This design comes from an exercise in tuning for small area, a short achievable clock period and few clock cycles on the open sky130 flow, not from production work.
RTL that was checked went through simulation tests only; none was proved equivalent to the original.
For runs 2 to 6, only the layout was checked, not whether the RTL still works.

### design/flow/config.mk
export PLATFORM = sky130hd
export DESIGN_NAME = SOBEL
export DESIGN_NICKNAME = SOBEL
export VERILOG_FILES = /design/flow/design.v
export SDC_FILE = /design/flow/constraint.sdc
export NUM_CORES = 4
export LEC_CHECK = 0
export CAP_MARGIN = 20
export CORE_MARGIN = 2
export CORE_UTILIZATION = 40
export CTS_BUF_LIST = sky130_fd_sc_hd__clkbuf_8
export CTS_CLUSTER_SIZE = 30
export SETUP_SLACK_MARGIN = 2.4
export SLEW_MARGIN = 20
### design/flow/constraint.sdc
create_clock -name core_clock -period 5.0 [get_ports {clk}]
set_input_delay 1.0000 -clock core_clock [delete_from_list [all_inputs] [get_ports {clk}]]
set_output_delay 1.0000 -clock core_clock [all_outputs]
set_load 0.01 [all_outputs]
### design/flow/design.v
`timescale 1ns/10ps
module  SOBEL(clk,reset,busy,ready,iaddr,idata,cdata_rd,cdata_wr,caddr_rd,caddr_wr,cwr,crd,csel	);
input				clk;
input				reset;
output	reg 		busy;
input				ready;
output 	reg [16:0]		iaddr;
input  	[7:0]		idata;
input	[7:0]		cdata_rd;
output	[7:0]		cdata_wr;
output 	[15:0]		caddr_rd;
output 	reg [15:0]	caddr_wr;
output	reg         cwr;
output              crd;
output 	reg [1:0]	csel;
assign caddr_rd = 16'd0;
assign crd = 1'b0;
wire rmid = csel == 2'd3;
wire rbot = csel == 2'd1;
wire top  = csel == 2'd3;
reg ptop;        
reg pbot;        
reg vnext;       
reg started;     
reg  rowend;     
wire done   = top & cwr & (&caddr_wr);
reg [8:0]  idr;   
reg [9:0]  N;     
reg [9:0]  S1;    
reg [9:0]  S2;    
reg [8:0]  K;     
reg [8:0]  D1;    
reg [10:0] G2;    
reg [10:0] cw;    
reg [10:0] ybuf;  
wire [8:0]  d0  = ~K;                                    
wire [9:0]  nsum = (ptop ? 10'd0 : N) + {1'b0, idr};
wire [8:0]  ksum = K + idr;
wire [10:0] gx   = {1'b0, S2} - {1'b0, N};               
wire [10:0] gy   = G2 + {{2{d0[8]}}, d0};
wire [10:0] g2n  = {{2{D1[8]}}, D1} + {d0[8], d0, 1'b0};
wire [7:0]  yc   = ybuf[10] ? 8'd0 : (|ybuf[9:8]) ? 8'hff : ybuf[7:0];
wire [9:0]  csum = {1'b0, cdata_wr, 1'b1} + {1'b0, yc, 1'b1};   
assign cdata_wr = cw[10] ? 8'd0 : (|cw[9:8]) ? 8'hff : cw[7:0];
always @(posedge clk) begin
    idr <= rmid ? {idata, 1'b0} : {1'b0, idata};
    N <= nsum;
    if (ptop) begin
        S1 <= N;
        S2 <= S1;
        D1 <= d0;
        G2 <= g2n;
        K  <= ~idr;
    end else if (pbot) begin
        K  <= ksum;
    end
    cw   <= ptop ? gx : {3'd0, yc};
    ybuf <= ptop ? gy : {3'd0, csum[9:2]};
end
always @(posedge clk or posedge reset) begin
    if (reset) begin
        busy     <= 1'b0;
        csel     <= 2'd0;
        ptop     <= 1'b0;
        pbot     <= 1'b0;
        iaddr    <= 17'd0;
        caddr_wr <= 16'd0;
        cwr      <= 1'b0;
        vnext    <= 1'b0;
        started  <= 1'b0;
        rowend   <= 1'b0;
    end else if (busy) begin
        csel  <= done ? 2'd0 : {~csel[1] | ~csel[0], csel[1]};
        ptop  <= csel == 2'd2;
        pbot  <= csel == 2'd1;
        iaddr <= rbot ? iaddr + 17'h1FDFD + {16'd0, rowend} : iaddr + 17'd258;
        if (top) begin
            cwr      <= vnext & ~done;
            vnext    <= ~rowend & started;
            started  <= started | iaddr[0];
            if (cwr) caddr_wr <= caddr_wr + 16'd1;
            rowend   <= caddr_wr[7:0] == (cwr ? 8'd253 : 8'd254);
            if (done) busy <= 1'b0;
        end
    end else if (ready & ~started) begin
        busy <= 1'b1;
        csel <= 2'd2;
    end
end
endmodule
### design/flow/flow/run.sh
#!/bin/bash
# The standard layout, with plain buffers (instead of delay cells) on the
# input and output ports, and full/half adder cells left out so that abc
# maps the adders itself. Each tool's output goes to its own log here.
set -euo pipefail
cp config.mk own_config.mk
echo 'export DONT_USE_CELLS = sky130_fd_sc_hd__fa_1 sky130_fd_sc_hd__fa_2 sky130_fd_sc_hd__fa_4 sky130_fd_sc_hd__ha_1 sky130_fd_sc_hd__ha_2 sky130_fd_sc_hd__ha_4 sky130_fd_sc_hd__fah_1 sky130_fd_sc_hd__fahcin_1 sky130_fd_sc_hd__fahcon_1' >> own_config.mk
echo 'export BUFFER_PORTS_ARGS = -buffer_cell sky130_fd_sc_hd__buf_2' >> own_config.mk
sed "s#DESIGN_CONFIG=[^ ]*config.mk#DESIGN_CONFIG=$PWD/own_config.mk#" standard.sh > own_standard.sh
bash own_standard.sh > standard.log 2>&1
### design/flow/standard.sh
#!/bin/bash
# synth_recipe.tcl (not shown) runs the flow's synth.tcl, then flattens the netlist and writes it again
# the make line also repeats each setting of config.mk as NAME=value (left out here)
make -C /OpenROAD-flow-scripts/flow DESIGN_CONFIG=/design/flow/config.mk WORK_HOME=/design/flow/orfs CLKGATE_MAP_FILE= SYNTH_SCRIPT=/design/flow/synth_recipe.tcl "${@:-finish}"
==> results of run 1 <==
## flip-flops by register name, indices dropped and copies added (netlist names)
| register | cells |
|---|---|
| caddr_wr | 16 |
| cwr | 1 |
| K | 9 |
| S1 | 10 |
| idr | 9 |
| S2 | 10 |
| N | 10 |
| ptop | 1 |
| cw | 11 |
| iaddr | 17 |
| G2 | 11 |
| csel | 2 |
| busy | 1 |
| D1 | 9 |
| started | 1 |
| pbot | 1 |
| ybuf | 11 |
| vnext | 1 |
| rowend | 1 |
## worst max-delay path: stages (launching register included)
cell	delay [ns]
edfxtp_1	0.43
nand2b_4	0.17
maj3_2	0.33
maj3_2	0.32
maj3_2	0.32
maj3_2	0.32
maj3_2	0.31
maj3_2	0.35
mux2i_1	0.19
xnor2_1	0.08
## worst max path at each step
| stage | endpoint | slack (ns) | startpoint |
|---|---|---|---|
| 3_5_place_dp | G2[9] | 1.77 | K[0] |
| 4_1_cts | G2[9] | 1.95 | K[0] |
| 6_report | G2[9] | 1.92 | K[0] |
| 3_3_place_gp | G2[9] | 1.81 | K[0] |
| 2_1_floorplan | G2[9] | 1.95 | K[0] |
| 5_1_grt | G2[9] | 1.85 | K[0] |
## cell families (layout without fill, tap and decap cells)
logic type / after synthesis / in the layout / share of synthesized area [%]
fa+ha+maj: 20 / 20 / 2.96
other cells: 1 / 17 / 0.0535
mux: 22 / 22 / 3.37
xor+xnor: 120 / 120 / 15.0
compound gates: 111 / 111 / 9.89
buf+inv: 78 / 176 / 5.12
flops: 132 / 132 / 47.7
simple gates: 222 / 222 / 15.9
## per-layer routing
metal | vias to the layer above | wire (um) | share of wire (%) | GRT usage (%)
met3 | 27 | 548 | 3.6 | 3.84
li1 | 2606 | - | - | -
met2 | 122 | 7470 | 49 | 28.0
met5 | - | 0 | 0 | 0
met4 | 0 | 335 | 2.2 | 7.52
met1 | 2575 | 6960 | 45 | 21.0
## cell usage in the layout (no fill, tap or decap), drive strengths merged, types with 14 or more instances in the layout
| cell type | instances |
|---|---|
| a21oi | 28 |
| a31oi | 14 |
| buf | 113 |
| clkbuf | 23 |
| conb | 17 |
| dfrtp | 42 |
| dfxtp | 41 |
| edfxtp | 49 |
| inv | 35 |
| maj3 | 20 |
| nand2 | 42 |
| nand2b | 15 |
| nor2 | 75 |
| o21ai | 27 |
| xnor2 | 91 |
| xor2 | 29 |
## area by class of cell
| cell class | instances | area share (%) |
|---|---|---|
| clock inverters | 9 | 0.742 |
| well taps | 225 | 3.27 |
| inverters | 31 | 1.40 |
| clock buffers | 23 | 3.68 |
| repair buffers | 113 | 8.48 |
| multi-input cells | 512 | 43.2 |
| flip-flops and latches | 132 | 39.3 |
## repair_timing
item / 4_1_cts / 5_1_grt
gates resized for setup: 51 / 40
setup buffers: 38 / 18
pin swaps: 24 / 19
setup endpoints to repair: 37 / 27
## per-stage QoR
| stage | setup WS (ns) | cells | cell area [sq um] |
|---|---|---|---|
| after global placement | 1.81 | 957 | 7440 |
| after CTS | 1.95 | 1027 | 8290 |
| final | 1.92 | 1045 | 8600 |
| after global routing | 1.85 | 1045 | 8600 |
| after floorplan | 1.95 | 722 | 7120 |
| after detailed placement | 1.77 | 957 | 7440 |
==> out/qor.csv, run 1 <==
metric;value;unit
status;timing/DRC/antenna clean;
grt_overflow;0;
synth_edf_count;49;
io_buffers;55;
nets;826;
ff2ff_setup_slack;1.92;ns
reg2reg_to;G2[9];
track_usage;16.9;%
ys_seq_area_share;47.7;%
clock_skew;0.00996;ns
cp-end-kind;flop;
min_from;S1[4];
timing.max_cap.violations;0;
cts_hold_buffers;0;
clock-sinks;132;
rows;48;
gp_congestion;0.830;
async_reset_ff_share;31.8;%
seqCellArea;3380;sq um
die_w;136;um
grt_max_degree;52;
worst-path-max-fanout;4;
netlist_top_cells_count;xnor2_1 (91), nor2_1 (75), edfxtp_1 (49);
rsz0062_at_grt;true;
hold_path_class;flop to flop;
cts_tree;built;
grt_pass1_vias;5208;
drt-total-wl;15300;um
tns;0;ns
routedWlPerCell;14.7;um
cp.required;5.19;ns
htree_num_levels;4;
dr.pass1.iters;4;
coreArea;17200;sq um
place_hpwl;10100;um
die_h;136;um
netlist_top_cells_area;edfxtp_1 (21%), dfrtp_1 (15%), dfxtp_1 (12%), xnor2_1 (11%), nor2_1 (4.0%);
fmax;325;MHz
timing.hold.ws;0.420;ns
drive_above_1_share;29.3;%
utilization;49.9;%
antenna_found_initial;0;
slew_headroom;55.4;%
r2r_start;K[0];
viasPerCell;5.10;
syn2layout_area_growth;22.7;%
dieArea;18600;sq um
r2r_cells;9;
synthFlopType;edfxtp_1;
worstSkewPairLatency;0.44;ns
ys_ff_latch;132;
netlist_area;7010;sq um
nFillCells;1535;
initial_utilization;40.7;%
drc;0;
period_share;61.6;%
root_buffer;clkbuf_8;
yosysUniqueCellTypes;59;
syn_inst;706;
hold_end;S2[4];
vias;5330;
synth_area_per_cell;9.93;sq um
synth_warnings;1;
grt_first_pass_wirelength;24600;um
synth_most_common_cell;xnor2_1;
setup_violations;0;
yosysTopAreaCellShare;21.0;%
drtIter0Drc;339;
whs_path_depth;0;
crit_path_start_kind;flop;
worstPathArrival;3.27;ns
crit_type;flop to flop;
cts_made_buffers;17;
final_max_slew_viol_count;0;
multi_input_area;3710;sq um
ioPinCount;81;
clk_path_buf_depth;2;
hold_viol_final;0;
tightest_slew;0.664;ns
yosysTopAreaCell;edfxtp_1;
min_period;3.08;ns
clkTransAtPathRegs;0.07;ns
num_antenna_cells;0;
drtAntennaViolNets;0;
Testbench counts, summed over its fixed seeds: cycles 789,544.
==> inputs of run 2 (changes only) <==
--- a/design/flow/design.v
+++ b/design/flow/design.v
@@ -57,29 +57,28 @@
     cw   <= ptop ? gx : {3'd0, yc};
     ybuf <= ptop ? gy : {3'd0, csum[9:2]};
 end
+always @(posedge clk) begin
+    ptop <= busy & (csel == 2'd2);
+    pbot <= busy & (csel == 2'd1);
+    if (ptop) rowend <= caddr_wr[7:0] == (cwr ? 8'd253 : 8'd254);
+end
 always @(posedge clk or posedge reset) begin
     if (reset) begin
         busy     <= 1'b0;
         csel     <= 2'd0;
-        ptop     <= 1'b0;
-        pbot     <= 1'b0;
         iaddr    <= 17'd0;
         caddr_wr <= 16'd0;
         cwr      <= 1'b0;
         vnext    <= 1'b0;
         started  <= 1'b0;
-        rowend   <= 1'b0;
     end else if (busy) begin
         csel  <= done ? 2'd0 : {~csel[1] | ~csel[0], csel[1]};
-        ptop  <= csel == 2'd2;
-        pbot  <= csel == 2'd1;
         iaddr <= rbot ? iaddr + 17'h1FDFD + {16'd0, rowend} : iaddr + 17'd258;
         if (top) begin
             cwr      <= vnext & ~done;
             vnext    <= ~rowend & started;
             started  <= started | iaddr[0];
             if (cwr) caddr_wr <= caddr_wr + 16'd1;
-            rowend   <= caddr_wr[7:0] == (cwr ? 8'd253 : 8'd254);
             if (done) busy <= 1'b0;
         end
     end else if (ready & ~started) begin
==> design/flow/flow/run.sh (replaced) <==
#!/bin/bash
# The standard layout, with plain buffers (instead of delay cells) on the
# input and output ports. Each tool's output goes to its own log here.
set -euo pipefail
export BUFFER_PORTS_ARGS="-buffer_cell sky130_fd_sc_hd__buf_2"
bash standard.sh > standard.log 2>&1
--- a/design/flow/config.mk
+++ b/design/flow/config.mk
@@ -10,5 +10,6 @@
 export CORE_UTILIZATION = 40
 export CTS_BUF_LIST = sky130_fd_sc_hd__clkbuf_8
 export CTS_CLUSTER_SIZE = 30
+export PLACE_DENSITY = 0.85
 export SETUP_SLACK_MARGIN = 2.4
 export SLEW_MARGIN = 20
==> out/qor.csv, run 2 <==
metric;value;unit;change
netlist_top_cells_count;nor2_1 (79), ha_1 (58), nand2_1 (54);;
synth_top_family_by_area;simple AND/OR/NAND/NOR gates;;
crit_start;K[0];;
drtIter0Drc;312;;-8.0%
crit_path_start_kind;flop;;
min_period;2.56;ns;-0.516 ns
synth_edf_count;50;;+2.0%
hold_path_class;flop to flop;;
drc;0;;unchanged
nets;870;;+5.3%
synthAdderAreaFrac;11.6;%;+8.7 points
r2r_cells;8;;-1
regMostFlops;iaddr;;
async_reset_ff_share;29.5;%;-2.3 points
synth_compound_area_share;12.9;%;+3.0 points
clkTransAtPathRegs;0.08;ns;about the same
min_from;S1[9];;
tightest_slew;0.772;ns;+0.108 ns
initial_utilization;40.7;%;about the same
netlist_area;7280;sq um;+3.8%
track_usage;15.3;%;-1.6 points
ioPinCount;81;;unchanged
cts_hold_buffers;0;;unchanged
clk_path_buf_depth;2;;unchanged
r2r_start;K[0];;
routedWlPerCell;14.3;um;-2.6%
worst-path-max-fanout;3;;-1
muxShareOfSynthArea;2.25;%;-1.1 points
synth-xor-area-share;7.34;%;-7.7 points
hold_viol_final;0;;unchanged
largest_reg_flops;17;;unchanged
synth_area_per_cell;10.0;sq um;+0.82%
grtUsageMet1;19.5;%;-1.5 points
syn_inst;727;;+3.0%
grt_overflow;0;;unchanged
crit_type;flop to flop;;
drtAntennaViolNets;0;;unchanged
drive_above_1_share;16.1;%;-13 points
root_buffer;clkbuf_8;;
vias;5333;;+0.056%
fin_ws;2.44;ns;+0.516 ns
synthFlopType;edfxtp_1;;
cp.required;5.19;ns;about the same
ys_seq_area_share;45.9;%;-1.8 points
yosysTopAreaCellShare;20.6;%;-0.36 points
drt-total-wl;14700;um;-4.1%
htree_num_levels;4;;unchanged
fmax;390;MHz;+20%
place_hpwl;10300;um;+1.4%
slew_headroom;48.6;%;-6.8 points
place_ws;2.25;ns;+0.479 ns
synth_most_common_cell;nor2_1;;
netlist_top_cells_area;edfxtp_1 (21%), dfrtp_1 (13%), dfxtp_1 (12%), ha_1 (10%), xnor2_1 (4.9%);;
nFillCells;1642;;+7.0%
ff2ff_setup_slack;2.44;ns;+0.52 ns
grt_pass1_vias;5152;;-1.1%
yosysUniqueCellTypes;63;;+6.8%
antenna_found_initial;0;;unchanged
final_max_slew_viol_count;0;;unchanged
viasPerCell;5.18;;+1.6%
whs_path_depth;0;;unchanged
grt_max_degree;42;;-19%
die_h;139;um;+1.8%
dpl_cell_area;7700;sq um;+3.5%
syn2layout_area_growth;12.7;%;
synth-simple-area-share;14.8;%;-1.1 points
gp_congestion;0.863;;+3.9%
cts_made_buffers;17;;unchanged
status;timing/DRC/antenna clean;;
num_antenna_cells;0;;unchanged
grt_first_pass_wirelength;24300;um;-1.4%
clock-sinks;132;;unchanged
setup_violations;0;;unchanged
period_share;51.2;%;-10 points
rsz0062_at_grt;true;;
worstSkewPairLatency;0.45;ns;about the same
reg_top3;iaddr x17, caddr_wr x16;;
timing.max_cap.violations;0;;unchanged
grt_busiest_layer;met2;;
yosysTopAreaCell;edfxtp_1;;
met3_usage;4.83;%;+0.99 points
tns;0;ns;unchanged
met2_usage;24.8;%;-3.2 points
cts_tree;built;;
dr.pass1.iters;5;;+1
ys_ff_latch;132;;unchanged
mostFrequentLayoutCells;nor2_1 (79), ha_1 (58), buf_2 (55);;
io_buffers;55;;unchanged
clock_skew;0.0124;ns;+0.00246 ns
rows;49;;+2.1%
final_common_cell;nor2_1;;
die_w;139;um;+1.8%
stdcell_area;8200;sq um;-4.7%
coreArea;17900;sq um;+3.9%
worstPathArrival;2.75;ns;-0.52 ns
synth_warnings;1;;unchanged
cp-end-kind;flop;;
dieArea;19300;sq um;+3.7%
run 2: changes by cell type in the layout (fill, tap and decap cells not counted), moves of 8 or more:
cell / before / now
nor2_1: 70 / 79
xor2_1: 29 / 20
buf_4: 53 / 7
nand2_1: 42 / 54
dfxtp_1: 29 / 41
maj3_2: 15 / 0
xnor2_1: 88 / 41
inv_1: 35 / 43
ha_1: 0 / 58
o21ai_0: 22 / 43
nor3_1: 10 / 19
run 2: repair_timing:
action	in CTS	in global routing
pin swaps	0	3
setup buffers	1	5
resized for setup	2	10
endpoints found under the setup margin	3	12
run 2: path summary, 6_finish.rpt:
path | end
setup / recovery | K[8]
hold / removal | S2[9]
setup reg to reg | K[8]
hold reg to reg | S2[9]
max in group asynchronous | busy
min in group asynchronous | vnext
run 2: routing by layer:
| metal | up-vias | wire, um |
|---|---|---|
| met1 | 2509 | 6570 |
| met2 | 142 | 6930 |
| met4 | 0 | 264 |
| met5 | - | 0 |
| met3 | 21 | 918 |
| li1 | 2661 | - |
run 2: critical path, stage by stage, from the launching register on:
cell and delay, ns:
edfxtp_1 0.41, ha_1 0.25, fa_1 0.43, a211oi_2 0.23
o21bai_1 0.15, a2111oi_2 0.38, o31a_1 0.20, o21ai_0 0.09
xor2_1 0.16
run 2: cells by family (layout without fill, tap and decap cells):
logic type,Yosys count,after routing
other,1,17
xor gates and xnor gates,61,61
muxes,15,15
buffers and inverters,80,137
DFF,132,132
AOI/OAI and AO/OA,144,144
adders and majority gates,64,64
and+or+nand+nor,230,230
run 2: stage by stage:
step	utilization, %	std cells	hold slack [ns]
6_report	45.8	1029	0.422
5_1_grt	45.8	1029	0.440
4_1_cts	45.4	1024	0.425
3_5_place_dp	43.0	991	0.408
3_3_place_gp	43.0	991	0.400
2_1_floorplan	-	743	0.400
run 2: cell type report:
cell class              count  area, sq um  share of cell area (%)
multi-input cells         531         3660                    44.6
flip-flops and latches    132         3340                    40.8
repair buffers             63          348                    4.24
well taps                 229          287                    3.49
clock buffers              17          234                    2.85
clock inverters            15          169                    2.06
inverters                  42          158                    1.92
==> inputs of run 3 (changes only) <==
--- a/design/flow/config.mk
+++ b/design/flow/config.mk
@@ -10,6 +10,6 @@
 export CORE_UTILIZATION = 40
 export CTS_BUF_LIST = sky130_fd_sc_hd__clkbuf_8
 export CTS_CLUSTER_SIZE = 30
-export PLACE_DENSITY = 0.85
+export PLACE_DENSITY = 0.75
 export SETUP_SLACK_MARGIN = 2.4
 export SLEW_MARGIN = 20
==> out/qor.csv, run 3 <==
metric;value;unit;change
clock-sinks;132;;unchanged
cts_made_buffers;17;;unchanged
crit_chain;or2_2 > nor2_1 > nor2_1 > ha_1 > nand3b_1 > o21ai_0 > nor3_1 > nor3_2 > a2111oi_0 > a211o_1;;
drtAntennaViolNets;0;;unchanged
drtIter0Drc;269;;-14%
cp.required;5.33;ns;+0.14 ns
setup_violations;0;;unchanged
wl_met3;811;um;-12%
dieArea;19300;sq um;unchanged
rows;49;;unchanged
drt-total-wl;14700;um;about the same
syn_inst;727;;unchanged
netlist_top_cells_area;edfxtp_1 (21%), dfrtp_1 (13%), dfxtp_1 (12%), ha_1 (10%), xnor2_1 (4.9%);;
yosysTopAreaCellShare;20.6;%;unchanged
grt_max_degree;42;;unchanged
netlist_top_cells_count;nor2_1 (79), ha_1 (58), nand2_1 (54);;
drc;0;;unchanged
hold_path_class;flop to flop;;
tns;0;ns;unchanged
rsz0062_at_grt;true;;
root_buffer;clkbuf_8;;
num_antenna_cells;0;;unchanged
stdcell_area;8250;sq um;+0.55%
cp_common_cell;nor2_1;;
instances_no_fill;1026;;-0.29%
timing.max_cap.violations;0;;unchanged
initial_utilization;40.7;%;unchanged
clk_path_buf_depth;2;;unchanged
min_period;2.49;ns;-0.0721 ns
reg_top3;iaddr x17, caddr_wr x16;;
die_w;139;um;unchanged
yosysTopAreaCell;edfxtp_1;;
ys_ff_latch;132;;unchanged
grt_overflow;0;;unchanged
hold_viol_final;0;;unchanged
status;timing/DRC/antenna clean;;
largest_reg_flops;17;;unchanged
crit_path_start_kind;flop;;
final_common_cell;nor2_1;;
htree_num_levels;4;;unchanged
top_layer_used;met4;;
fmax;402;MHz;+2.9%
coreArea;17900;sq um;unchanged
vias;5282;;-0.96%
die_h;139;um;unchanged
track_usage;15.2;%;-0.15 points
dpl_cell_area;7700;sq um;unchanged
drt-met1-wl;6880;um;+4.8%
slew_headroom;50.0;%;+1.5 points
final_max_slew_viol_count;0;;unchanged
dr.pass1.iters;5;;unchanged
ff2ff_setup_slack;2.51;ns;+0.07 ns
clkTransAtPathRegs;0.08;ns;about the same
place_inst;991;;unchanged
nFillCells;1671;;+1.8%
ioPinCount;81;;unchanged
timing.hold.ws;0.423;ns;+0.00106 ns
synth_warnings;1;;unchanged
clock_skew;0.0127;ns;+0.000241 ns
period_share;49.8;%;-1.4 points
synthFlopType;edfxtp_1;;
place_hpwl;10100;um;-1.3%
netlist_area;7280;sq um;unchanged
regMostFlops;iaddr;;
nets;867;;-0.34%
grt_first_pass_wirelength;24000;um;-1.3%
yosysUniqueCellTypes;63;;unchanged
gp_congestion;0.837;;-3.0%
tightest_slew;0.750;ns;-0.0218 ns
cp_slowest_stage_delay;0.38;ns;-0.05 ns
cts_tree;built;;
routedWlPerCell;14.3;um;+0.20%
io_buffers;55;;unchanged
drive_above_1_share;16.3;%;+0.19 points
ys_seq_area_share;45.9;%;unchanged
mostFrequentLayoutCells;nor2_1 (79), ha_1 (58), buf_2 (55);;
synth_most_common_cell;nor2_1;;
worst-path-max-fanout;7;;+4
antenna_found_initial;0;;unchanged
cp-end-kind;flop;;
viasPerCell;5.15;;-0.67%
async_reset_ff_share;29.5;%;unchanged
routed-wl-met2;6800;um;-1.9%
cts_hold_buffers;0;;unchanged
synth_edf_count;50;;unchanged
grt_pass1_vias;5077;;-1.5%
worstSkewPairLatency;0.44;ns;about the same
synth_area_per_cell;10.0;sq um;unchanged
crit_type;flop to flop;;
cp_slowest_cell;ha_1;;
worstPathArrival;2.82;ns;+0.07 ns
syn2layout_area_growth;13.3;%;
## run 3: cell counts after synthesis
Identical to the previous run, type by type.
## run 3: routing by layer
layer	vias to the layer above	track usage, %
met4	0	4.25
met1	2485	20.5
met5	-	0
li1	2647	-
met3	13	4.56
met2	137	23.8
## run 3: kinds of logic after synthesis
group	synth area share, %
AO/OA/AOI/OAI	12.9
XOR/XNOR	7.34
adder cells (fa/ha/maj)	11.6
buffers and inverters	5.21
flip-flops	45.9
multiplexers	2.25
other	0.0515
AND/OR/NAND/NOR	14.8
## run 3: cell type report
cell class | count | area (sq um) | area share [%]
well taps | 229 | 287 | 3.47
inverters | 42 | 158 | 1.91
multi-input cells | 531 | 3670 | 44.5
clock buffers | 17 | 234 | 2.84
flip-flops and latches | 132 | 3350 | 40.6
repair buffers | 60 | 345 | 4.19
clock inverters | 15 | 204 | 2.47
## run 3: what timing repair did
item                                    in CTS  in global routing
endpoints found under the setup margin       6                 14
setup buffers                                1                  2
endpoints found under the hold margin        0                  0
gates resized for setup                      3                 12
pin swaps                                    0                  2
## run 3: through the flow
| step | setup WS [ns] | utilization (%) |
|---|---|---|
| final | 2.51 | 46.1 |
| after global routing | 2.34 | 46.1 |
| after CTS | 2.41 | 45.6 |
| after detailed placement | 2.22 | 43.0 |
| after global placement | 2.27 | 43.0 |
| after floorplan | 2.42 | - |
## run 3: path summary, 6_finish.rpt
kind / cells past startpoint / end / from
hold reg to reg: 0 / G2[0] / D1[0]
setup / recovery: 10 / ybuf[6] / ybuf[9]
hold / removal: 0 / G2[0] / D1[0]
max in group asynchronous: 3 / busy / reset
min in group asynchronous: 3 / iaddr[15] / reset
setup reg to reg: 10 / ybuf[6] / ybuf[9]
## run 3: worst max-delay path, delay by kind of cell (launching register included)
family	cells	cell delay [ns]
simple gates	6	1.03
compound gates	3	0.67
fa+ha+maj	1	0.38
flops	1	0.31
==> inputs of run 4 (changes only) <==
--- a/design/flow/design.v
+++ b/design/flow/design.v
@@ -13,6 +13,20 @@
 output	reg         cwr;
 output              crd;
 output 	reg [1:0]	csel;
+function [10:0] csadd;
+    input [10:0] a;
+    input [10:0] b;
+    input        ci;
+    reg [5:0] lo;
+    reg [5:0] h0;
+    reg [5:0] h1;
+    begin
+        lo = {1'b0, a[4:0]} + {1'b0, b[4:0]} + {5'd0, ci};
+        h0 = {a[10:5]} + {b[10:5]};
+        h1 = {a[10:5]} + {b[10:5]} + 6'd1;
+        csadd = {lo[5] ? h1 : h0, lo[4:0]};
+    end
+endfunction
 assign caddr_rd = 16'd0;
 assign crd = 1'b0;
 wire rmid = csel == 2'd3;
@@ -34,17 +48,17 @@
 reg [10:0] cw;    
 reg [10:0] ybuf;  
 wire [8:0]  d0  = ~K;                                    
-wire [9:0]  nsum = (ptop ? 10'd0 : N) + {1'b0, idr};
-wire [8:0]  ksum = K + idr;
-wire [10:0] gx   = {1'b0, S2} - {1'b0, N};               
-wire [10:0] gy   = G2 + {{2{d0[8]}}, d0};
-wire [10:0] g2n  = {{2{D1[8]}}, D1} + {d0[8], d0, 1'b0};
+wire [10:0] nsum = csadd({1'b0, ptop ? 10'd0 : N}, {2'b0, idr}, 1'b0);
+wire [10:0] ksum = csadd({2'b0, K}, {2'b0, idr}, 1'b0);
+wire [10:0] gx   = csadd({1'b0, S2}, ~{1'b0, N}, 1'b1);   
+wire [10:0] gy   = csadd(G2, {{2{d0[8]}}, d0}, 1'b0);
+wire [10:0] g2n  = csadd({{2{D1[8]}}, D1}, {d0[8], d0, 1'b0}, 1'b0);
 wire [7:0]  yc   = ybuf[10] ? 8'd0 : (|ybuf[9:8]) ? 8'hff : ybuf[7:0];
 wire [9:0]  csum = {1'b0, cdata_wr, 1'b1} + {1'b0, yc, 1'b1};   
 assign cdata_wr = cw[10] ? 8'd0 : (|cw[9:8]) ? 8'hff : cw[7:0];
 always @(posedge clk) begin
     idr <= rmid ? {idata, 1'b0} : {1'b0, idata};
-    N <= nsum;
+    N <= nsum[9:0];
     if (ptop) begin
         S1 <= N;
         S2 <= S1;
@@ -52,33 +66,34 @@
         G2 <= g2n;
         K  <= ~idr;
     end else if (pbot) begin
-        K  <= ksum;
+        K  <= ksum[8:0];
     end
     cw   <= ptop ? gx : {3'd0, yc};
     ybuf <= ptop ? gy : {3'd0, csum[9:2]};
-end
-always @(posedge clk) begin
-    ptop <= busy & (csel == 2'd2);
-    pbot <= busy & (csel == 2'd1);
-    if (ptop) rowend <= caddr_wr[7:0] == (cwr ? 8'd253 : 8'd254);
 end
 always @(posedge clk or posedge reset) begin
     if (reset) begin
         busy     <= 1'b0;
         csel     <= 2'd0;
+        ptop     <= 1'b0;
+        pbot     <= 1'b0;
         iaddr    <= 17'd0;
         caddr_wr <= 16'd0;
         cwr      <= 1'b0;
         vnext    <= 1'b0;
         started  <= 1'b0;
+        rowend   <= 1'b0;
     end else if (busy) begin
         csel  <= done ? 2'd0 : {~csel[1] | ~csel[0], csel[1]};
+        ptop  <= csel == 2'd2;
+        pbot  <= csel == 2'd1;
         iaddr <= rbot ? iaddr + 17'h1FDFD + {16'd0, rowend} : iaddr + 17'd258;
         if (top) begin
             cwr      <= vnext & ~done;
             vnext    <= ~rowend & started;
             started  <= started | iaddr[0];
             if (cwr) caddr_wr <= caddr_wr + 16'd1;
+            rowend   <= caddr_wr[7:0] == (cwr ? 8'd253 : 8'd254);
             if (done) busy <= 1'b0;
         end
     end else if (ready & ~started) begin
==> out/qor.csv, run 4 <==
metric;value;unit;change
period_share;50.4;%;+0.58 points
tightest_slew;0.704;ns;-0.0453 ns
synth_area_per_cell;10.3;sq um;+2.8%
netlist_top_cells_area;edfxtp_1 (20%), dfrtp_1 (14%), dfxtp_1 (11%), ha_1 (11%), xnor2_1 (6.8%);;
rsz0062_at_grt;true;;
grt_first_pass_wirelength;23800;um;-0.80%
cp.required;5.25;ns;-0.08 ns
r2r_start;K[4];;
clock_skew;0.0140;ns;+0.00137 ns
final_max_slew_viol_count;0;;unchanged
hold_path_class;flop to flop;;
grt_overflow;0;;unchanged
crit_start;K[4];;
min_period;2.52;ns;+0.0292 ns
final_common_cell;nor2_1;;
async_reset_ff_share;31.8;%;+2.3 points
min_from;D1[0];;
cts_made_buffers;17;;unchanged
synth_most_common_cell;nor2_1;;
yosysTopAreaCell;edfxtp_1;;
regMostFlops;iaddr;;
drive_above_1_share;16.2;%;-0.14 points
netlist_area;7490;sq um;+2.9%
synth_warnings;1;;unchanged
worstPathArrival;2.77;ns;-0.05 ns
track_usage;14.9;%;-0.25 points
clk_path_buf_depth;2;;unchanged
grt_pass1_vias;4985;;-1.8%
cp-end-kind;flop;;
drtAntennaViolNets;0;;unchanged
dieArea;19800;sq um;+2.8%
cts_tree;built;;
root_buffer;clkbuf_8;;
fmax;397;MHz;-1.2%
clkTransAtPathRegs;0.08;ns;about the same
vias;5254;;-0.53%
drt-total-wl;14300;um;-2.2%
worstSkewPairLatency;0.44;ns;about the same
synth_edf_count;49;;-2.0%
initial_utilization;40.4;%;-0.21 points
drc;0;;unchanged
mostFrequentLayoutCells;nor2_1 (67), ha_1 (62), xnor2_1 (57);;
netlist_top_cells_count;nor2_1 (69), ha_1 (63), xnor2_1 (58);;
place_inst;997;;+0.61%
nFillCells;1706;;+2.1%
utilization;45.5;%;-0.54 points
setup_violations;0;;unchanged
crit_path_start_kind;flop;;
yosysUniqueCellTypes;58;;-7.9%
die_w;141;um;+1.4%
rows;50;;+2.0%
place_hpwl;10200;um;+0.91%
die_h;141;um;+1.4%
htree_num_levels;4;;unchanged
syn_inst;728;;+0.14%
yosysTopAreaCellShare;19.6;%;-0.98 points
status;timing/DRC/antenna clean;;
timing.max_cap.violations;0;;unchanged
nets;884;;+2.0%
crit_type;flop to flop;;
slew_headroom;53.0;%;+3.0 points
antenna_found_initial;3;;+3
ys_ff_latch;132;;unchanged
clock-sinks;132;;unchanged
coreArea;18500;sq um;+3.4%
timing.hold.ws;0.426;ns;+0.00227 ns
io_buffers;55;;unchanged
ioPinCount;81;;unchanged
worst-path-max-fanout;3;;-4
synthFlopType;edfxtp_1;;
grt_max_degree;44;;+4.8%
routedWlPerCell;13.8;um;-3.5%
reg_top3;iaddr x17, caddr_wr x16;;
hold_viol_final;0;;unchanged
viasPerCell;5.05;;-1.9%
syn2layout_area_growth;12.5;%;
instances_no_fill;1040;;+1.4%
dr.pass1.iters;4;;-1
gp_congestion;0.810;;-3.3%
tns;0;ns;unchanged
ys_seq_area_share;44.6;%;-1.2 points
largest_reg_flops;17;;unchanged
drtIter0Drc;238;;-12%
-- run 4: changes by cell type after synthesis, moves of 10 or more --
cell,before,now
a21o_1,7,20
inv_1,41,51
nor2_1,79,69
nor3_1,20,10
o21ai_0,44,28
xnor2_1,41,58
-- run 4: final timing paths --
| kind | endpoint | cells past startpoint | slack (ns) |
|---|---|---|---|
| setup / recovery | G2[10] | 10 | 2.48 |
| hold / removal | G2[0] | 0 | 0.43 |
| setup reg to reg | G2[10] | 10 | 2.48 |
| hold reg to reg | G2[0] | 0 | 0.43 |
| max in group asynchronous | ptop | 3 | 3.91 |
| min in group asynchronous | iaddr[14] | 3 | 0.69 |
-- run 4: logic make-up (layout without fill, tap and decap cells) --
logic type | count (synthesis) | count (layout) | share of synthesized area [%]
buffers and inverters | 88 | 148 | 5.31
other | 1 | 19 | 0.0501
multiplexers | 20 | 20 | 2.89
XOR/XNOR | 77 | 77 | 9.00
AND/OR/NAND/NOR | 204 | 204 | 13.2
flip-flops | 132 | 132 | 44.6
adder cells (fa/ha/maj) | 74 | 74 | 13.5
AO/OA/AOI/OAI | 132 | 132 | 11.4
-- run 4: layer usage --
layer	part of all wire, %	routed length, um	track usage, %	vias up
li1	-	-	-	2631
met1	47	6680	19.6	2491
met2	47	6700	23.9	113
met3	5.2	741	4.38	17
met4	1.5	209	4.63	2
met5	0.077	11	0	-
-- run 4: worst max-delay path, cell delays in order, from the launching register on --
cell      delay [ns]
edfxtp_1        0.41
inv_2           0.09
ha_2            0.18
inv_1           0.06
fa_2            0.38
nand2b_1        0.17
a21oi_2         0.19
xnor2_2         0.15
nand3b_1        0.12
or4_1           0.49
o311ai_1        0.10
-- run 4: cell type report --
cell class	instances	area [sq um]	area share [%]
Antenna cell	2	5.00	0.0594
Clock buffer	19	262	3.10
Clock inverter	13	95.1	1.13
Inverter	51	191	2.27
Multi-Input combinational cell	524	3870	45.9
Sequential cell	132	3350	39.7
Tap cell	234	293	3.47
Timing Repair Buffer	65	363	4.31
-- run 4: through the flow --
step	worst slack [ns]	instance area [sq um]
detailed placement	2.34	7930
global route	2.35	8430
global placement	2.40	7930
floorplan	2.41	7580
CTS	2.42	8330
finish	2.48	8430
-- run 4: repair_timing --
action | in CTS | in global routing
resized for setup | 3 | 12
pin swaps | 2 | 6
setup buffers | 3 | 6
setup endpoints to repair | 12 | 11
hold buffers | 0 | 0
hold endpoints to repair | 0 | 0
==> inputs of run 5 (changes only) <==
==> design/flow/design.v (replaced) <==
`timescale 1ns/10ps
module  SOBEL(clk,reset,busy,ready,iaddr,idata,cdata_rd,cdata_wr,caddr_rd,caddr_wr,cwr,crd,csel	);
input				clk;
input				reset;
output	reg 		busy;
input				ready;
output 	reg [16:0]		iaddr;
input  	[7:0]		idata;
input	[7:0]		cdata_rd;
output	reg [7:0]		cdata_wr;
output 	[15:0]		caddr_rd;
output 	reg [15:0]	caddr_wr;
output	reg         cwr;
output              crd;
output 	reg [1:0]	csel;
assign caddr_rd = 16'd0;
assign crd = 1'b0;
wire rmid = csel == 2'd3;
wire rbot = csel == 2'd1;
wire top  = csel == 2'd3;
reg ptop;        
reg pmid;        
reg pbot;        
reg vnext;       
reg started;     
wire rowend = caddr_wr[7:0] == 8'd254;    
wire done   = top & cwr & (&caddr_wr);
reg [8:0]  idr;   
reg [9:0]  N;     
reg [9:0]  W;     
reg [10:0] FF;    
reg [10:0] G1;    
reg [10:0] G2;    
reg [8:0]  G3;    
reg [7:0]  ybuf;
wire [8:0]  gs  = pmid ? 9'd0 : idr ^ {9{pbot}};
wire [10:0] gs1 = {{2{gs[8]}}, gs};
wire [11:0] g1n = {ptop ? G2 : G1, 1'b1} + {gs1, pbot};
wire [11:0] g2n = {ptop ? {{2{G3[8]}}, G3} : G2, 1'b1} + {gs1[9:0], pbot, pbot};
wire [9:0]  g3n = {ptop ? 9'd0 : G3, 1'b1} + {gs, pbot};
wire [9:0] csum = {1'b0, cdata_wr, 1'b1} + {1'b0, ybuf, 1'b1};     
wire [10:0] gx = ~FF;
wire [7:0] xc = gx[10] ? 8'd0 : (|gx[9:8]) ? 8'hff : gx[7:0];
wire [7:0] yc = G1[10] ? 8'd0 : (|G1[9:8]) ? 8'hff : G1[7:0];
always @(posedge clk) begin
    idr <= rmid ? {idata, 1'b0} : {1'b0, idata};
    N   <= (ptop ? 10'd0 : N) + {1'b0, idr};
    FF  <= (ptop ? ~{1'b0, W} : FF) + {2'b0, idr};
    if (ptop) W <= N;
    G1  <= g1n[11:1];
    G2  <= g2n[11:1];
    G3  <= g3n[9:1];
    cdata_wr <= ptop ? xc : ybuf;
    ybuf     <= ptop ? yc : csum[9:2];
end
always @(posedge clk or posedge reset) begin
    if (reset) begin
        busy     <= 1'b0;
        csel     <= 2'd0;
        ptop     <= 1'b0;
        pmid     <= 1'b0;
        pbot     <= 1'b0;
        iaddr    <= 17'd0;
        caddr_wr <= 16'd0;
        cwr      <= 1'b0;
        vnext    <= 1'b0;
        started  <= 1'b0;
    end else if (busy) begin
        csel  <= done ? 2'd0 : {~csel[1] | ~csel[0], csel[1]};
        ptop  <= csel == 2'd2;
        pmid  <= csel == 2'd3;
        pbot  <= csel == 2'd1;
        iaddr <= rbot ? iaddr + 17'h1FDFD + {16'd0, rowend} : iaddr + 17'd258;
        if (top) begin
            cwr      <= vnext & ~done;
            vnext    <= ~rowend & started;
            started  <= started | iaddr[0];
            if (cwr) caddr_wr <= caddr_wr + 16'd1;
            if (done) busy <= 1'b0;
        end
    end else if (ready & ~started) begin
        busy <= 1'b1;
        csel <= 2'd2;
    end
end
endmodule
==> design/flow/run.sh (new file) <==
#!/bin/bash
# synth_recipe.tcl (not shown) runs the flow's synth.tcl, then flattens the netlist and writes it again
# the make line also repeats each setting of config.mk as NAME=value (left out here)
make -C /OpenROAD-flow-scripts/flow DESIGN_CONFIG=/design/flow/config.mk WORK_HOME=/design/flow/orfs CLKGATE_MAP_FILE= SYNTH_SCRIPT=/design/flow/synth_recipe.tcl finish
--- a/design/flow/config.mk
+++ b/design/flow/config.mk
@@ -10,6 +10,5 @@
 export CORE_UTILIZATION = 40
 export CTS_BUF_LIST = sky130_fd_sc_hd__clkbuf_8
 export CTS_CLUSTER_SIZE = 30
-export PLACE_DENSITY = 0.75
-export SETUP_SLACK_MARGIN = 2.4
+export SETUP_SLACK_MARGIN = 2.6
 export SLEW_MARGIN = 20
removed: design/flow/flow/run.sh
removed: design/flow/standard.sh
==> out/qor.csv, run 5 <==
metric;value;unit;change
status;timing/DRC/antenna clean;;
async_reset_ff_share;32.6;%;+0.74 points
worst-path-max-fanout;6;;+3
io_buffers;55;;unchanged
reg_top3;iaddr x17, caddr_wr x16;;
crit_type;flop to flop;;
period_share;48.6;%;-1.8 points
synth-simple-area-share;16.2;%;+2.9 points
drtAntennaViolNets;0;;unchanged
final_max_slew_viol_count;0;;unchanged
routedWlPerCell;14.8;um;+7.4%
clock_skew;0.00953;ns;-0.00450 ns
drtIter0Drc;252;;+5.9%
yosysUniqueCellTypes;60;;+3.4%
grt_first_pass_wirelength;27500;um;+15%
grt_pass1_vias;5576;;+12%
clkTransAtPathRegs;0.08;ns;about the same
tightest_slew;0.670;ns;-0.0348 ns
timing.max_cap.violations;0;;unchanged
drc;0;;unchanged
syn2layout_area_growth;31.6;%;
setup_violations;0;;unchanged
antenna_found_initial;0;;-3
cts_tree;built;;
track_usage;17.7;%;+2.8 points
worstPathArrival;2.81;ns;+0.04 ns
mostFrequentLayoutCells;dfxtp_1 (76), nand2_1 (73), xnor2_1 (62);;
synth_warnings;1;;unchanged
min_period;2.43;ns;-0.0899 ns
coreArea;18000;sq um;-2.7%
root_buffer;clkbuf_8;;
synth_compound_area_share;13.4;%;+2.0 points
cp_slowest_stage_delay;0.51;ns;+0.02 ns
final_common_cell;dfxtp_1;;
synth_top_family_by_area;simple AND/OR/NAND/NOR gates;;
drive_above_1_share;25.2;%;+9.0 points
yosysTopAreaCell;dfxtp_1;;
cp_slowest_cell;dfrtp_4;;
slew_headroom;55.3;%;+2.3 points
muxShareOfSynthArea;4.24;%;+1.3 points
ys_seq_area_share;39.3;%;-5.3 points
synthFlopType;dfxtp_1;;
crit_chain;buf_12 > mux2_2 > ha_1 > or2_2 > o2111a_1 > a311o_1 > a21oi_2 > xnor2_1;;
dieArea;19500;sq um;-1.8%
nFillCells;1633;;-4.3%
initial_utilization;40.8;%;+0.36 points
die_w;140;um;-0.88%
grt_overflow;0;;unchanged
worstSkewPairLatency;0.45;ns;about the same
cp.required;5.38;ns;+0.13 ns
regMostFlops;iaddr;;
tns;0;ns;unchanged
netlist_top_cells_area;dfxtp_1 (21%), dfrtp_1 (14%), ha_1 (10%), xnor2_1 (7.7%), edfxtp_1 (4.1%);;
place_hpwl;11000;um;+7.1%
cp-end-kind;flop;;
viasPerCell;5.02;;-0.68%
utilization;53.7;%;+8.2 points
netlist_top_cells_count;dfxtp_1 (77), nand2_1 (76), nor2_1 (70);;
synthAdderAreaFrac;11.6;%;-1.9 points
cts_hold_buffers;0;;unchanged
syn_inst;794;;+9.1%
nets;993;;+12%
drt-total-wl;17100;um;+19%
clock-sinks;129;;-2.3%
die_h;140;um;-0.88%
crit_path_start_kind;flop;;
ioPinCount;81;;unchanged
synth-xor-area-share;10.2;%;+1.2 points
clk_path_buf_depth;2;;unchanged
vias;5775;;+9.9%
largest_reg_flops;17;;unchanged
rows;49;;-2.0%
hold_path_class;flop to flop;;
yosysTopAreaCellShare;21.0;%;+1.3 points
synth_most_common_cell;dfxtp_1;;
fmax;412;MHz;+3.7%
rsz0062_at_grt;true;;
grt_max_degree;43;;-2.3%
hold_viol_final;0;;unchanged
ff2ff_setup_slack;2.57;ns;+0.09 ns
synth_area_per_cell;9.26;sq um;-10%
dr.pass1.iters;5;;+1
ys_ff_latch;129;;-2.3%
num_antenna_cells;0;;-2
synth_edf_count;10;;-80%
path_buf_inv;1;;-1
crit_family;compound AO/OA/AOI/OAI gates;;
timing.hold.ws;0.429;ns;+0.00326 ns
gp_congestion;0.799;;-1.4%
cts_made_buffers;17;;unchanged
htree_num_levels;4;;unchanged
netlist_area;7350;sq um;-1.8%
[run 5: cell types whose count changed in the layout (fill, tap and decap cells not counted), sizes merged, moves of 9 or more]
cell           before  now
a21o               20   11
clkdlybuf4s50       0   12
dfxtp              41   77
dlygate4sd2         0   25
dlymetal6s2s        0   18
edfxtp             49   10
inv                56   34
mux2               13   25
nand2              53   76
nand3              14   29
nor2b               8   28
o21ai              29   46
[run 5: final timing paths]
check / start / to / depth (start not counted)
min in group asynchronous: reset / iaddr[7] / 3
worst max register to register: ptop / G1[10] / 8
worst max-delay path: ptop / G1[10] / 8
worst min register to register: N[5] / W[5] / 0
worst min-delay path: N[5] / W[5] / 0
max in group asynchronous: reset / ptop / 3
[run 5: layout make-up]
cell class | instances | area, sq um | area share (%)
Clock inverter | 15 | 239 | 2.47
Multi-Input combinational cell | 604 | 4650 | 48.1
Sequential cell | 129 | 2930 | 30.3
Timing Repair Buffer | 123 | 1200 | 12.4
Tap cell | 229 | 287 | 2.96
Clock buffer | 17 | 234 | 2.42
Inverter | 34 | 136 | 1.41
[run 5: cells by family (layout without fill, tap and decap cells)]
family / after synthesis / after routing
AO/OA/AOI/OAI: 155 / 155
XOR/XNOR: 86 / 86
adder cells (fa/ha/maj): 65 / 65
buffers and inverters: 77 / 189
flip-flops: 129 / 129
multiplexers: 28 / 28
other: 1 / 17
AND/OR/NAND/NOR: 253 / 253
[run 5: worst reg2reg max path, delay by kind of cell, from the launching register on]
kind | cells | cell delay, ns
compound gates | 3 | 0.64
xor+xnor | 1 | 0.12
fa+ha+maj | 1 | 0.35
buf+inv | 1 | 0.16
flops | 1 | 0.51
mux | 1 | 0.27
simple gates | 1 | 0.31
[run 5: metal layers]
| layer | vias up | wire, um | GRT usage [%] |
|---|---|---|---|
| li1 | 2939 | - | - |
| met1 | 2697 | 8030 | 23.3 |
| met2 | 116 | 7830 | 27.8 |
| met3 | 23 | 851 | 5.68 |
| met4 | 0 | 338 | 5.42 |
| met5 | - | 0 | 0 |
[run 5: timing repair]
| action | in CTS | in global routing |
|---|---|---|
| setup endpoints to repair | 77 | 47 |
| pin swaps | 24 | 41 |
| gates cloned | 2 | 0 |
| buffers inserted | 47 | 17 |
| resized for setup | 83 | 85 |
[run 5: per-stage QoR]
stage               instance area [sq um]  cells  setup WS (ns)
finish                               9680   1151           2.57
global route                         9680   1151           2.48
CTS                                  9200   1134           2.53
detailed placement                   8140   1053           1.89
global placement                     8140   1053           1.92
floorplan                            7600    810           2.39
==> inputs of run 6 (changes only) <==
--- a/design/flow/config.mk
+++ b/design/flow/config.mk
@@ -10,5 +10,5 @@
 export CORE_UTILIZATION = 40
 export CTS_BUF_LIST = sky130_fd_sc_hd__clkbuf_8
 export CTS_CLUSTER_SIZE = 30
-export SETUP_SLACK_MARGIN = 2.6
+export SETUP_SLACK_MARGIN = 2.2
 export SLEW_MARGIN = 20
==> out/qor.csv, run 6 <==
metric;value;unit;change
path_buf_inv;1;;unchanged
grt_pass1_vias;5106;;-8.4%
clock-sinks;129;;unchanged
place_inst;1054;;+0.095%
cp.required;4.00;ns;-1.38 ns
synth_warnings;1;;unchanged
met2_usage;22.8;%;-5.1 points
rsz0062_at_grt;false;;
hold_viol_final;0;;unchanged
reg_top3;iaddr x17, caddr_wr x16;;
netlist_area;7350;sq um;unchanged
yosysTopAreaCellShare;21.0;%;unchanged
root_buffer;clkbuf_8;;
mostFrequentLayoutCells;dfxtp_1 (77), nand2_1 (76), nor2_1 (68);;
instances_no_fill;1093;;-5.0%
grt_busiest_layer;met1;;
cts_tree;built;;
final_common_cell;dfxtp_1;;
dieArea;19500;sq um;unchanged
utilization;47.1;%;-6.6 points
die_w;140;um;unchanged
cp-end-kind;output port;;
routedWlPerCell;13.6;um;-8.1%
grt_max_degree;43;;unchanged
min_period;2.66;ns;+0.231 ns
dpl_cell_area;8040;sq um;-1.2%
synth_compound_area_share;13.4;%;unchanged
place_hpwl;10800;um;-1.2%
drc;0;;unchanged
grt_first_pass_wirelength;25100;um;-8.6%
coreArea;18000;sq um;unchanged
status;timing/DRC/antenna clean;;
syn2layout_area_growth;15.5;%;
dr.pass1.iters;4;;-1
cp_slowest_stage_delay;0.61;ns;+0.10 ns
setup_violations;0;;unchanged
crit_type;flop to output port;;
ioPinCount;81;;unchanged
gp_congestion;0.756;;-5.3%
grt_overflow;0;;unchanged
antenna_found_initial;0;;unchanged
crit_path_start_kind;flop;;
final_max_slew_viol_count;0;;unchanged
netlist_top_cells_count;dfxtp_1 (77), nand2_1 (76), nor2_1 (70);;
crit_chain;clkdlybuf4s50_1;;
die_h;140;um;unchanged
nets;935;;-5.8%
muxShareOfSynthArea;4.24;%;unchanged
synthFlopType;dfxtp_1;;
synth_edf_count;10;;unchanged
stdcell_area;8490;sq um;-12%
ys_seq_area_share;39.3;%;unchanged
slew_headroom;55.4;%;+0.094 points
fmax;376;MHz;-8.7%
largest_reg_flops;17;;unchanged
track_usage;15.9;%;-1.8 points
grtUsageMet1;23.0;%;-0.27 points
worstPathArrival;1.66;ns;-1.15 ns
synthAdderAreaFrac;11.6;%;unchanged
met3_usage;4.51;%;-1.2 points
rows;49;;unchanged
drt-total-wl;14900;um;-13%
tightest_slew;0.667;ns;-0.00250 ns
yosysTopAreaCell;dfxtp_1;;
yosysUniqueCellTypes;60;;unchanged
clk_path_buf_depth;2;;unchanged
htree_num_levels;4;;unchanged
initial_utilization;40.8;%;unchanged
drtIter0Drc;209;;-17%
timing.max_cap.violations;0;;unchanged
cts_made_buffers;17;;unchanged
period_share;53.2;%;+4.6 points
async_reset_ff_share;32.6;%;unchanged
clkTransAtPathRegs;0.08;ns;about the same
num_antenna_cells;0;;unchanged
cts_hold_buffers;0;;unchanged
worst-path-max-fanout;29;;+23
synth_most_common_cell;dfxtp_1;;
hold_path_class;flop to flop;;
ys_ff_latch;129;;unchanged
crit_family;flip-flops;;
synth_top_family_by_area;simple AND/OR/NAND/NOR gates;;
regMostFlops;iaddr;;
synth-simple-area-share;16.2;%;unchanged
clock_skew;0.0124;ns;+0.00285 ns
io_buffers;55;;unchanged
cp_slowest_cell;dfrtp_4;;
drive_above_1_share;9.26;%;-16 points
synth-xor-area-share;10.2;%;unchanged
syn_inst;794;;unchanged
synth_area_per_cell;9.26;sq um;unchanged
worstSkewPairLatency;0.46;ns;about the same
tns;0;ns;unchanged
netlist_top_cells_area;dfxtp_1 (21%), dfrtp_1 (14%), ha_1 (10%), xnor2_1 (7.7%), edfxtp_1 (4.1%);;
vias;5405;;-6.4%
drtAntennaViolNets;0;;unchanged
viasPerCell;4.95;;-1.4%
==> run 6: cell counts after synthesis <==
No cell type changed its count.
==> run 6: cell families after synthesis <==
family          Yosys count
buf+inv                  77
other cells               1
compound gates          155
simple gates            253
flops                   129
mux                      28
fa+ha+maj                65
xor+xnor                 86
==> run 6: per-stage QoR <==
step                      hold slack, ns  worst slack (ns)
after floorplan                    0.401              2.22
after global placement             0.405              1.98
after detailed placement           0.409              1.96
after CTS                          0.426              2.21
after global routing               0.437              2.20
final                              0.427              2.34
==> run 6: worst paths after layout <==
check / start / to / slack, ns / cells past startpoint
worst min-delay path: N[2] / W[2] / 0.43 / 0
min in group asynchronous: reset / iaddr[3] / 0.98 / 3
worst max register to register: pbot / G1[10] / 2.34 / 9
max in group asynchronous: reset / busy / 3.60 / 3
worst max-delay path: busy / busy / 2.34 / 1
worst min register to register: N[2] / W[2] / 0.43 / 0
==> run 6: cell type report <==
class	count	area, sq um
flip-flops and latches	129	2900
multi-input cells	604	4170
clock inverters	15	134
fillers	1761	9530
repair buffers	65	637
clock buffers	17	234
well taps	229	287
inverters	34	131
==> run 6: metal layers <==
layer | share of wire, % | up-vias
met5 | 0 | -
met4 | 1.6 | 0
met3 | 5.0 | 18
met2 | 42 | 104
met1 | 51 | 2452
li1 | - | 2831
==> run 6: repair_timing <==
item                       in CTS  in global routing
buffers inserted                1                  6
hold endpoints to repair        0                  0
setup endpoints to repair      15                 10
pin swaps                       0                  0
gates resized for setup         4                  7

static timing again, ports no longer ideal:
In the flow no input, the clock included, has a driving cell. The finished layouts below were timed again as built, in two steps. Step 1, drivers: a clkbuf_16 drives clk and a buf_2 each remaining input, both assumed. Step 2 adds t to the input delays and takes it off the output delays; t is the mean of the earliest and latest rising clock arrival at the registers after step 1. Input paths then give back, and output paths get back, about the clock's delay inside the block. a / b / c = ideal ports / drivers / drivers and shift; a / b = the first two.
| run | t, ns | setup WS [ns] | worst setup path at the end | worst slew at a driven data input, ns |
|---|---|---|---|---|
| run 1 | 0.472 | 1.922 / 1.922 / 1.922 | register to register | 0.04 |
| run 2 | 0.478 | 2.438 / 2.438 / 2.438 | register to register | 0.05 |
| run 3 | 0.470 | 2.510 / 2.506 / 2.510 | register to register | 0.05 |
| run 4 | 0.468 | 2.481 / 2.481 / 2.481 | register to register | 0.06 |
| run 5 | 0.485 | 2.571 / 2.571 / 2.571 | register to register | 0.06 |
| run 6 | 0.487 | 2.340 / 2.303 / 2.341 | register to register | 0.05 |
After both steps every run listed still meets setup and hold.
